Source: an optimization exercise on an open RTL-to-GDS flow (aim: small area, a short achievable clock period and few clock cycles). Production flows keep margins and buffers that such runs may drop. RTL that was checked went through simulation tests only; none was proved equivalent to the original. No functional check of the RTL was part of run 1.

==> flow/design.v (outline; a module is shown in full before it is edited, if it fits) <==
// module aoc_add3: 9 lines
// module aoc_day2: 2290 lines
module aoc_day2 (
    input         clock,
    input         reset,
    input  [63:0] data_value,
    input         data_valid,
    output        data_ready,
    output        result_valid,
    output [63:0] result_value
);
  // ...
==> flow/run.sh <==
#!/bin/bash
# synth_recipe.tcl (not shown) runs the flow's synth.tcl, then flattens the netlist and writes it again
# the make line also repeats each setting of config.mk as NAME=value (left out here)
make -C /OpenROAD-flow-scripts/flow DESIGN_CONFIG=/design/flow/config.mk WORK_HOME=/design/flow/orfs CLKGATE_MAP_FILE= SYNTH_SCRIPT=/design/flow/synth_recipe.tcl finish
==> flow/config.mk <==
export PLATFORM = sky130hd
export DESIGN_NAME = aoc_day2
export DESIGN_NICKNAME = aoc_day2
export VERILOG_FILES = /design/flow/design.v
export SDC_FILE = /design/flow/constraint.sdc
export NUM_CORES = 4
export LEC_CHECK = 0
export ABC_AREA = 1
export CAP_MARGIN = 20
export CORE_MARGIN = 2
export CORE_UTILIZATION = 40
export SETUP_SLACK_MARGIN = 1.2
export SLEW_MARGIN = 20
export SYNTH_HIERARCHICAL = 1
export SYNTH_MINIMUM_KEEP_SIZE = 0
==> flow/constraint.sdc <==
create_clock -name core_clock -period 5.0 [get_ports {clock}]
set_input_delay 1.0000 -clock core_clock [delete_from_list [all_inputs] [get_ports {clock}]]
set_output_delay 1.0000 -clock core_clock [all_outputs]
set_load 0.01 [all_outputs]
==> metrics.yaml, run 1 <==
routing:
  routed_wl_um: 127000
  wl_per_cell_um: 14.5
  drc: 0
  top_layer_used: "met4"
  first_pass_iters: 5
  drt_iter0_markers: 2012
grt:
  use_met1: 0.245
  track_usage: 0.199
sta:
  fmax_mhz: 211
  min_period_over_period: 0.950
  tns_ps: 0
layout:
  post-route-cell-area_sq_um: 57200
  n_all_buffers: 199
  clkbuf_count: 87
  fill_cells: 12000
  instances_no_fill: 8740
outcome:
  status: "finished clean"
place:
  dp_hpwl_um: 102000
  pre_cts_ws_ps: 123
setup_path:
  startpoint_type: "register"
  crit_path_end_kind: "register"
  cp_slowest_stage_delay_ps: 360
  r2r_cells: 35
die:
  die-height_um: 354
cts:
  cts_hold_buf: 0
  cts_root_buffer: "clkbuf_16"
logic_synthesis:
  synth_top_family_by_area: "simple AND/OR/NAND/NOR gates"
  yosys.area.top_type_share: 0.234
  synth-xor-area-share: 0.0362
  synth_simple_gate_area_frac: 0.284
==> run 2, diff against run 1 <==
--- a/flow/design.v
+++ b/flow/design.v
@@ -24,16 +24,31 @@
             phase   <= 1'b0;
         end else begin
             ready_q <= 1'b1;
             if (data_valid && ready_q) phase <= ~phase;
         end
     end
     assign data_ready = ready_q;
     wire [33:0] a_n = data_value[33:0];
+    wire [9:0] ge;
+    assign ge[0] = a_n >= 34'd10;
+    assign ge[1] = a_n >= 34'd100;
+    assign ge[2] = a_n >= 34'd1000;
+    assign ge[3] = a_n >= 34'd10000;
+    assign ge[4] = a_n >= 34'd100000;
+    assign ge[5] = a_n >= 34'd1000000;
+    assign ge[6] = a_n >= 34'd10000000;
+    assign ge[7] = a_n >= 34'd100000000;
+    assign ge[8] = a_n >= 34'd1000000000;
+    assign ge[9] = a_n >= 34'd10000000000;
+    wire [3:0] a_dg = ge[9] ? 4'd10 : ge[8] ? 4'd9 : ge[7] ? 4'd8 :
+                      ge[6] ? 4'd7 : ge[5] ? 4'd6 : ge[4] ? 4'd5 :
+                      ge[3] ? 4'd4 : ge[2] ? 4'd3 : ge[1] ? 4'd2 :
+                      ge[0] ? 4'd1 : 4'd0;
     wire a_v = ~reset & data_valid & ready_q;
     wire a_e = phase;
     wire [3:0] dd1;
     aoc_add3 u_dd1 (.x({1'b0, a_n[33], a_n[32], a_n[31]}), .y(dd1));
     wire [3:0] dd2;
     aoc_add3 u_dd2 (.x({dd1[2], dd1[1], dd1[0], a_n[30]}), .y(dd2));
     wire [3:0] dd3;
     aoc_add3 u_dd3 (.x({dd2[2], dd2[1], dd2[0], a_n[29]}), .y(dd3));
@@ -42,20 +57,22 @@
     wire [3:0] dd5;
     aoc_add3 u_dd5 (.x({1'b0, dd1[3], dd2[3], dd3[3]}), .y(dd5));
     wire [3:0] dd6;
     aoc_add3 u_dd6 (.x({dd4[2], dd4[1], dd4[0], a_n[27]}), .y(dd6));
     wire [3:0] dd7;
     aoc_add3 u_dd7 (.x({dd5[2], dd5[1], dd5[0], dd4[3]}), .y(dd7));
     reg [9:0] c1_bcd;
     reg [25:0] c1_n;
+    reg [3:0] c1_dg;
     reg c1_e, c1_v;
     always @(posedge clock) begin
         c1_bcd <= {dd5[3], dd7[3], dd7[2], dd7[1], dd7[0], dd6[3], dd6[2], dd6[1], dd6[0], a_n[26]};
         c1_n <= a_n[25:0];
+        c1_dg <= a_dg;
         c1_e <= a_e;
         c1_v <= ~reset & a_v;
     end
     wire [3:0] dd8;
     aoc_add3 u_dd8 (.x({c1_bcd[3], c1_bcd[2], c1_bcd[1], c1_bcd[0]}), .y(dd8));
     wire [3:0] dd9;
     aoc_add3 u_dd9 (.x({c1_bcd[7], c1_bcd[6], c1_bcd[5], c1_bcd[4]}), .y(dd9));
     wire [3:0] dd10;
@@ -123,20 +140,22 @@
     wire [3:0] dd41;
     aoc_add3 u_dd41 (.x({dd36[2], dd36[1], dd36[0], dd35[3]}), .y(dd41));
     wire [3:0] dd42;
     aoc_add3 u_dd42 (.x({dd37[2], dd37[1], dd37[0], dd36[3]}), .y(dd42));
     wire [3:0] dd43;
     aoc_add3 u_dd43 (.x({dd38[2], dd38[1], dd38[0], dd37[3]}), .y(dd43));
     reg [21:0] c2_bcd;
     reg [15:0] c2_n;
+    reg [3:0] c2_dg;
     reg c2_e, c2_v;
     always @(posedge clock) begin
         c2_bcd <= {dd38[3], dd43[3], dd43[2], dd43[1], dd43[0], dd42[3], dd42[2], dd42[1], dd42[0], dd41[3], dd41[2], dd41[1], dd41[0], dd40[3], dd40[2], dd40[1], dd40[0], dd39[3], dd39[2], dd39[1], dd39[0], c1_n[16]};
         c2_n <= c1_n[15:0];
+        c2_dg <= c1_dg;
         c2_e <= c1_e;
         c2_v <= ~reset & c1_v;
     end
     wire [3:0] dd44;
     aoc_add3 u_dd44 (.x({c2_bcd[3], c2_bcd[2], c2_bcd[1], c2_bcd[0]}), .y(dd44));
     wire [3:0] dd45;
     aoc_add3 u_dd45 (.x({c2_bcd[7], c2_bcd[6], c2_bcd[5], c2_bcd[4]}), .y(dd45));
     wire [3:0] dd46;
@@ -264,20 +283,22 @@
     wire [3:0] dd107;
     aoc_add3 u_dd107 (.x({dd99[2], dd99[1], dd99[0], dd98[3]}), .y(dd107));
     wire [3:0] dd108;
     aoc_add3 u_dd108 (.x({dd100[2], dd100[1], dd100[0], dd99[3]}), .y(dd108));
     wire [3:0] dd109;
     aoc_add3 u_dd109 (.x({dd101[2], dd101[1], dd101[0], dd100[3]}), .y(dd109));
     reg [33:0] c3_bcd;
     reg [5:0] c3_n;
+    reg [3:0] c3_dg;
     reg c3_e, c3_v;
     always @(posedge clock) begin
         c3_bcd <= {dd101[3], dd109[3], dd109[2], dd109[1], dd109[0], dd108[3], dd108[2], dd108[1], dd108[0], dd107[3], dd107[2], dd107[1], dd107[0], dd106[3], dd106[2], dd106[1], dd106[0], dd105[3], dd105[2], dd105[1], dd105[0], dd104[3], dd104[2], dd104[1], dd104[0], dd103[3], dd103[2], dd103[1], dd103[0], dd102[3], dd102[2], dd102[1], dd102[0], c2_n[6]};
         c3_n <= c2_n[5:0];
+        c3_dg <= c2_dg;
         c3_e <= c2_e;
         c3_v <= ~reset & c2_v;
     end
     wire [3:0] dd110;
     aoc_add3 u_dd110 (.x({c3_bcd[3], c3_bcd[2], c3_bcd[1], c3_bcd[0]}), .y(dd110));
     wire [3:0] dd111;
     aoc_add3 u_dd111 (.x({c3_bcd[7], c3_bcd[6], c3_bcd[5], c3_bcd[4]}), .y(dd111));
     wire [3:0] dd112;
@@ -390,32 +411,31 @@
     wire [3:0] z_d3 = {dd157[2], dd157[1], dd157[0], dd156[3]};
     wire [3:0] z_d4 = {dd158[2], dd158[1], dd158[0], dd157[3]};
     wire [3:0] z_d5 = {dd159[2], dd159[1], dd159[0], dd158[3]};
     wire [3:0] z_d6 = {dd160[2], dd160[1], dd160[0], dd159[3]};
     wire [3:0] z_d7 = {dd161[2], dd161[1], dd161[0], dd160[3]};
     wire [3:0] z_d8 = {dd162[2], dd162[1], dd162[0], dd161[3]};
     wire [3:0] z_d9 = {dd163[2], dd163[1], dd163[0], dd162[3]};
     wire [3:0] z_d10 = {1'b0, 1'b0, 1'b0, dd163[3]};
-    wire [3:0] z_dg = (z_d10 != 4'd0) ? 4'd10 : (z_d9 != 4'd0) ? 4'd9 : (z_d8 != 4'd0) ? 4'd8 : (z_d7 != 4'd0) ? 4'd7 : (z_d6 != 4'd0) ? 4'd6 : (z_d5 != 4'd0) ? 4'd5 : (z_d4 != 4'd0) ? 4'd4 : (z_d3 != 4'd0) ? 4'd3 : (z_d2 != 4'd0) ? 4'd2 : (z_d1 != 4'd0) ? 4'd1 : 4'd0;
-    wire z_k1 = (z_dg == 4'd1) | (z_dg == 4'd2);
-    wire z_k2 = (z_dg == 4'd3) | (z_dg == 4'd4);
-    wire z_k3 = (z_dg == 4'd5) | (z_dg == 4'd6);
-    wire z_k4 = (z_dg == 4'd7) | (z_dg == 4'd8);
-    wire z_even = z_dg[0];
+    wire z_k1 = (c3_dg == 4'd1) | (c3_dg == 4'd2);
+    wire z_k2 = (c3_dg == 4'd3) | (c3_dg == 4'd4);
+    wire z_k3 = (c3_dg == 4'd5) | (c3_dg == 4'd6);
+    wire z_k4 = (c3_dg == 4'd7) | (c3_dg == 4'd8);
+    wire z_even = c3_dg[0];
     wire [19:0] z_h = z_k1 ? {16'd0, {z_d1}} : z_k2 ? {12'd0, {z_d3, z_d2}} : z_k3 ? {8'd0, {z_d5, z_d4, z_d3}} : z_k4 ? {4'd0, {z_d7, z_d6, z_d5, z_d4}} : {z_d9, z_d8, z_d7, z_d6, z_d5};
     wire [19:0] z_l = z_k1 ? {16'd0, {z_d0}} : z_k2 ? {12'd0, {z_d1, z_d0}} : z_k3 ? {8'd0, {z_d2, z_d1, z_d0}} : z_k4 ? {4'd0, {z_d3, z_d2, z_d1, z_d0}} : {z_d4, z_d3, z_d2, z_d1, z_d0};
     wire z_b = c3_e ? (z_l < z_h) : (z_l <= z_h);
     reg        y_v, y_e, y_b, y_even;
     reg [3:0]  y_dg;
     reg [19:0] y_h;
     always @(posedge clock) begin
         y_v    <= ~reset & c3_v;
         y_e    <= c3_e;
-        y_dg   <= z_dg;
+        y_dg   <= c3_dg;
         y_h    <= z_h;
         y_b    <= z_b;
         y_even <= z_even;
     end
     wire hbs1 = y_h[7] ^ y_h[9];
     wire hbc2 = y_h[7] & y_h[9];
     wire hbs3 = y_h[10] ^ y_h[9];
     wire hbc4 = y_h[10] & y_h[9];
==> metrics.yaml, run 2 <==
outcome:
  status: "finished clean"
sta:
  finalMaxSlewViolations: 0
  tns_ps: 0  # unchanged
  fin_skew_ps: 21.9
  relSlewSlack: 0.373
  holdWs_ps: 319
  fmax_mhz: 269  # +28%
  period_needed_ps: 3720
  final-hold-violation-count: 0
  tightest_slew_ps: 941
  setup_viol: 0
  rsz0062_at_grt: "yes"
  min_period_over_period: 0.744  # -0.206
layout:
  post-route-util: 0.455
  layout_common_cells: "1946 x nand2_1, 1070 x inv_1, 698 x nor2_1"
  largest_reg_flops: 64
  drive_gt1_frac: 0.142
  area_growth_syn_to_layout_pct: 13.2
  layout_commonest_cell: "nand2_1"
  regMostFlops: "total"
  post-route-cell-area_sq_um: 57100  # -0.23%
  largestRegisters: "total x64, r3_a x51, r3_b x51"
  num-nets-final: 8098
  insertedDiodeCount: 0
cts:
  cts_buffers: 71
  cts_tree: "built"
  clkSlewWorstSetupHoldPaths_ps: 60
  cts_max_level: 3
  clk_latency_ps: 680
  cts.path.max_buffers: 3
  cts_hold_buf: 0  # unchanged
  cts_root_buffer: "clkbuf_16"
  cts.sinks: 583
logic_synthesis:
  netlist_instances: 7243
  synth_area_sq_um: 50500
  avgSynthCellArea_sq_um: 6.97
  ys.warnings.count: 7
setup_path:
  cp_slowest_stage_delay_ps: 530  # +170 ps
  startpoint_type: "register"
  arrival_ps: 4300
  cp_max_fo: 10
  cp_common_cell: "nand2_1"
  required_ps: 5580
  critical_path_class: "register to register"
  crit_path_end_kind: "register"
  r2r_cells: 15  # -57%
  slowest_stage: "fa_1"
  cp_cell_sequence: "buf_12, xor2_1, fa_1, ha_1, nand2_1, nor2_1, inv_1, nor2_1, nand2_1, nor3_1, nand2_1, nand3_1, nand3_1, nand2_1, inv_1"
grt:
  track_usage: 0.211  # +0.0119
  antenna_found_initial: 0
  grt_pass1_vias: 43738
  grt_max_degree: 79
  grt_overflow: 0
  grt_pass1_wl_um: 222000
routing:
  vias_per_cell: 4.91
  dr_total_vias: 44584
  routed_wl_um: 138000  # +8.9%
  postRouteAntennaNets: 0
  drc: 0  # unchanged
  first_pass_iters: 6  # +1
  wl_per_cell_um: 15.2  # +4.7%
  drt_iter0_markers: 2385  # +19%
job:
  maxCapViolCount: 0
die:
  rows: 130
  die_w_um: 359
  core-area_sq_um: 125000
  start_util: 0.402
  dieArea_sq_um: 129000
  die-height_um: 359  # +1.6%
  pin_count: 133
place:
  io_buffers: 102
  dp_hpwl_um: 114000  # +12%
  detailed_place.area_sq_um: 53400
  gp_congestion: 0.959
worst_hold_path:
  min_path_cells: 0
  hold_path.class: "register to register"
## run 2: final timing paths
path	slack (ps)	end	startpoint
worst max-delay path	1280	total[57]	r3_s
worst min-delay path	320	c2_n[13]	c1_n[13]
worst max register to register	1280	total[57]	r3_s
worst min register to register	320	c2_n[13]	c1_n[13]
## run 2: critical path: cells and delay by family, from the launching register on
family	cells	cell delay, ps
adder cells (fa/ha/maj)	2	980
flip-flops	1	380
AND/OR/NAND/NOR	9	1480
buffers and inverters	3	260
XOR/XNOR	1	520
## run 2: final cells by class
type                    instances  area, sq um
clock buffers                  89         1920
repair buffers                154         1450
well taps                    1650         2060
fillers                     12776        68300
inverters                    1248         4690
flip-flops and latches        583        11700
multi-input cells            5322        34700
clock inverters                38          539
## run 2: stage by stage
stage	setup slack, ps	cells
2_1_floorplan	1260	7270
4_1_cts	1110	9067
5_1_grt	967	9084
3_5_place_dp	1070	8939
6_report	1280	9084
3_3_place_gp	1110	8939
## run 2: routing by layer
layer | wire length [um] | global-route usage | vias to the layer above
met5 | 0 | 0 | -
met4 | 3520 | 0.0556 | 0
met3 | 5500 | 0.0253 | 156
met2 | 67800 | 0.376 | 785
met1 | 61000 | 0.269 | 21050
li1 | - | - | 22593
## run 2: timing repair
action / in CTS / in global routing
setup buffers: 1 / 17
setup endpoints to repair: 17 / 101
endpoints found under the hold margin: 0 / 0
pin swaps: 0 / 45
gates resized for setup: 7 / 321
Testbench counts of run 2, summed over its fixed seeds: cycles 456.

[re-timing with driven ports]
No port has a modelled driver above. Below, the same layouts with a new extraction and two added sets of constraints. Step 1 sets driving cells, clkbuf_16 on the clock port and buf_2 on the other inputs (assumed; they add their load-dependent delay and slew). Step 2 times the ports against the registers' clock, not the clock port: input delays grow and output delays shrink by t, the midpoint of the rising clock arrivals with the driver on. Slacks: ideal / step 1 / step 2; pairs: ideal / step 1.
run	t (ns)	slack for setup (ns)	worst setup path after step 2	worst register clock-pin slew, ns	cell pins on the clock port's net
run 1	0.726	0.250 / 0.250 / 0.250	register to register	0.07 / 0.07	1
run 2	0.738	1.278 / 1.278 / 1.278	register to register	0.07 / 0.07	1
After both steps setup and hold are still met in every run listed.
